What follows belongs to an exercise in optimizing a design on an open flow for small area; a production flow would make more cautious choices. In this exercise RTL edits were held to simulation tests only and were not proved equivalent to the original. Power is estimated from default activity; no workload was simulated.

// manyakproject
module manyakproject(clock_50, rst, clock_25, start, high_button, low_button, red_out, blue_out, green_out, hsync, vsync, nsync);
  input clock_50;
  wire clock_50;
  input rst;
  wire rst;
  output clock_25;
  reg clock_25;
  input start;
  wire start;
  input high_button;
  wire high_button;
  input low_button;
  wire low_button;
  output [7:0] red_out;
  wire [7:0] red_out;
  output [7:0] blue_out;
  wire [7:0] blue_out;
  output [7:0] green_out;
  wire [7:0] green_out;
  output hsync;
  wire hsync;
  output vsync;
  wire vsync;
  output nsync;
  wire nsync;
  wire gw0000;
  wire gw0001;
  wire gw0002;
  wire gw0003;
  wire gw0004;
  wire gw0005;
  wire gw0006;
  wire gw0007;
  wire gw0008;
  wire gw0009;
  wire gw0010;
  wire gw0011;
  wire gw0012;
  wire gw0013;
  wire gw0014;
  wire gw0015;
  wire gw0016;
  wire gw0017;
  wire gw0018;
  wire gw0019;
  wire gw0020;
  wire gw0021;
  wire gw0022;
  wire gw0023;
  wire gw0024;
  wire gw0025;
  wire gw0026;
  ...
export LEC_CHECK = 0
export ABC_AREA = 1
export CAP_MARGIN = 20
export CORE_MARGIN = 2
export CORE_UTILIZATION = 40
export SLEW_MARGIN = 20
export SYNTH_MEMORY_MAX_BITS = 131072
create_clock -name core_clock -period 25.0 [get_ports {clock_50}]
standard.sh (not shown) runs the stock make flow with config.mk's settings and CLKGATE_MAP_FILE= SYNTH_SCRIPT=/design/flow/synth_recipe.tcl, a recipe that flattens the netlist after the stock synthesis.
==> flow/flow/run.sh <==
#!/bin/bash
# Own layout flow: the standard synthesis, then the combinational logic is
# re-mapped with ABC's area mapper (registers untouched), then the standard
# layout from floorplan to finish on that netlist, with a smaller clock tree.
set -euo pipefail
W=$(pwd)
R=orfs/results/$FLOW_PLATFORM/manyakproject/base
LIB=$FLOW_HOME/platforms/$FLOW_PLATFORM/lib/sky130_fd_sc_hd__tt_025C_1v80.lib
YOSYS=$(command -v yosys || true)
[[ -n "$YOSYS" ]] || YOSYS=$FLOW_HOME/../tools/install/yosys/bin/yosys

# 1. standard synthesis
bash standard.sh synth > log_1_standard_synth.txt 2>&1
cp $R/1_2_yosys.v std_1_2_yosys.v

# 2. re-map the logic between the registers
sed -e "s|@LIB@|$LIB|g" -e "s|@IN@|$W/std_1_2_yosys.v|" -e "s|@OUT@|$W/$R/1_2_yosys.v|" \
    -e "s|@ABC@|$W/flow/remap.abc|" -e "s|@TOP@|$FLOW_TOP|" flow/remap.ys.in > remap.ys
"$YOSYS" -l log_2_remap.txt -q remap.ys > /dev/null

# 3. standard layout on the new netlist (1_synth.odb is rebuilt from it)
rm -f $R/1_synth.odb $R/1_synth.sdc
# clock tree: clkbuf_8 buffers for clusters of up to 12 registers, no dummy loads
bash standard.sh finish "CTS_ARGS=-sink_clustering_enable -repair_clock_nets -dont_use_dummy_load -buf_list sky130_fd_sc_hd__clkbuf_8 -sink_clustering_size 12 -sink_clustering_max_diameter 60" > log_3_standard_layout.txt 2>&1
==> flow/flow/remap.abc <==
strash
&get -n
&deepsyn -T 120
&put
dch -f
amap -m
topo
==> flow/flow/remap.ys.in <==
# Re-maps the combinational cells of the standard synthesis netlist with ABC's
# area mapper. Every register instance keeps its name and cell: the register
# cells are black boxes here, the other cells are read as their functions.
read_liberty -ignore_miss_func @LIB@
blackbox sky130_fd_sc_hd__*df* sky130_fd_sc_hd__*dl*
read_verilog @IN@
hierarchy -top @TOP@
flatten
opt_clean
abc -liberty @LIB@ -script @ABC@ -dont_use sky130_fd_sc_hd__probe_p_8 -dont_use sky130_fd_sc_hd__probec_p_8 -dont_use sky130_fd_sc_hd__lpflow_*
opt_clean -purge
hilomap -singleton -hicell sky130_fd_sc_hd__conb_1 HI -locell sky130_fd_sc_hd__conb_1 LO
insbuf -buf sky130_fd_sc_hd__buf_1 A X
tee -o remap_stat.txt stat -liberty @LIB@
write_verilog -noattr -noexpr -nohex -nodec @OUT@
The baseline completed with no timing, DRC or antenna violations.
Then changed:
--- a/flow/flow/run.sh
+++ b/flow/flow/run.sh
@@ -23,2 +23,3 @@
-# clock tree: clkbuf_8 buffers for clusters of up to 12 registers, no dummy loads
-bash standard.sh finish "CTS_ARGS=-sink_clustering_enable -repair_clock_nets -dont_use_dummy_load -buf_list sky130_fd_sc_hd__clkbuf_8 -sink_clustering_size 12 -sink_clustering_max_diameter 60" > log_3_standard_layout.txt 2>&1
+# port buffers: buf_1; clock tree: clkbuf_8 buffers for clusters of up to 12
+# registers, no dummy loads
+bash standard.sh finish "BUFFER_PORTS_ARGS=-buffer_cell sky130_fd_sc_hd__buf_1" "CTS_ARGS=-sink_clustering_enable -repair_clock_nets -dont_use_dummy_load -buf_list sky130_fd_sc_hd__clkbuf_8 -sink_clustering_size 12 -sink_clustering_max_diameter 60" > log_3_standard_layout.txt 2>&1
CORE_UTILIZATION = 55   (was 40)
GPL_TIMING_DRIVEN = 0   (was unset)
Effect: The changed run ran to the end with no violations. Total power decreases by about 2.2%. Area after synthesis stays the same. First-iteration DRC count increases by 40%. Fmax decreases by about 9%. Count of clock-buffer cells in the layout decreases by 4. Clock skew increases by 0.0059 ns. Flip-flop and latch count stays the same. Setup slack loses 1.7 ns.
Then changed:
--- a/flow/flow/run.sh
+++ b/flow/flow/run.sh
@@ -23,3 +23,2 @@
-# port buffers: buf_1; clock tree: clkbuf_8 buffers for clusters of up to 12
-# registers, no dummy loads
-bash standard.sh finish "BUFFER_PORTS_ARGS=-buffer_cell sky130_fd_sc_hd__buf_1" "CTS_ARGS=-sink_clustering_enable -repair_clock_nets -dont_use_dummy_load -buf_list sky130_fd_sc_hd__clkbuf_8 -sink_clustering_size 12 -sink_clustering_max_diameter 60" > log_3_standard_layout.txt 2>&1
+# clock tree: clkbuf_8 buffers for clusters of up to 12 registers, no dummy loads
+bash standard.sh finish "CTS_ARGS=-sink_clustering_enable -repair_clock_nets -dont_use_dummy_load -buf_list sky130_fd_sc_hd__clkbuf_8 -sink_clustering_size 12 -sink_clustering_max_diameter 60" > log_3_standard_layout.txt 2>&1
CORE_UTILIZATION = 40   (was 55)
What happened: The new run ran to the end with no violations. Wire length came out lower by 3.4%. Worst hold slack gets worse by 0.0066 ns. Die area went up by 37%. Cell count grows by 5.3%. Flip-flop and latch count stays the same.

## static timing again, ports no longer ideal
How much do the figures lean on ideal ports? The routed layouts below were timed once more, with nothing changed but the port constraints.
Step 1 sets driving cells, clkbuf_16 on the clock port and buf_2 on the other inputs (assumed; they add their load-dependent delay and slew).
Step 2 moves the port delays by t, midway between the first and last clock arrival at a register: inputs arrive t later, outputs are due t later. That takes back most of the time a late clock gives input paths.
Three values: no drivers, after step 1, after step 2; two values: the first two.
| run | shift t [ns] | slack for setup (ns) | hold slack, ns | slew at the worst register clock pin (ns) | cell pins on the clock port's net |
|---|---|---|---|---|---|
| the first run | 0.631 | 7.464 / 7.464 / 7.464 | 0.451 / 0.451 / 0.451 | 0.09 / 0.09 | 1 |
| the second run | 0.696 | 5.775 / 5.775 / 5.775 | 0.447 / 0.447 / 0.447 | 0.10 / 0.10 | 1 |
| the third run | 0.679 | 5.078 / 5.078 / 5.078 | 0.441 / 0.441 / 0.441 | 0.10 / 0.10 | 1 |
After both steps setup and hold are still met in every run listed.
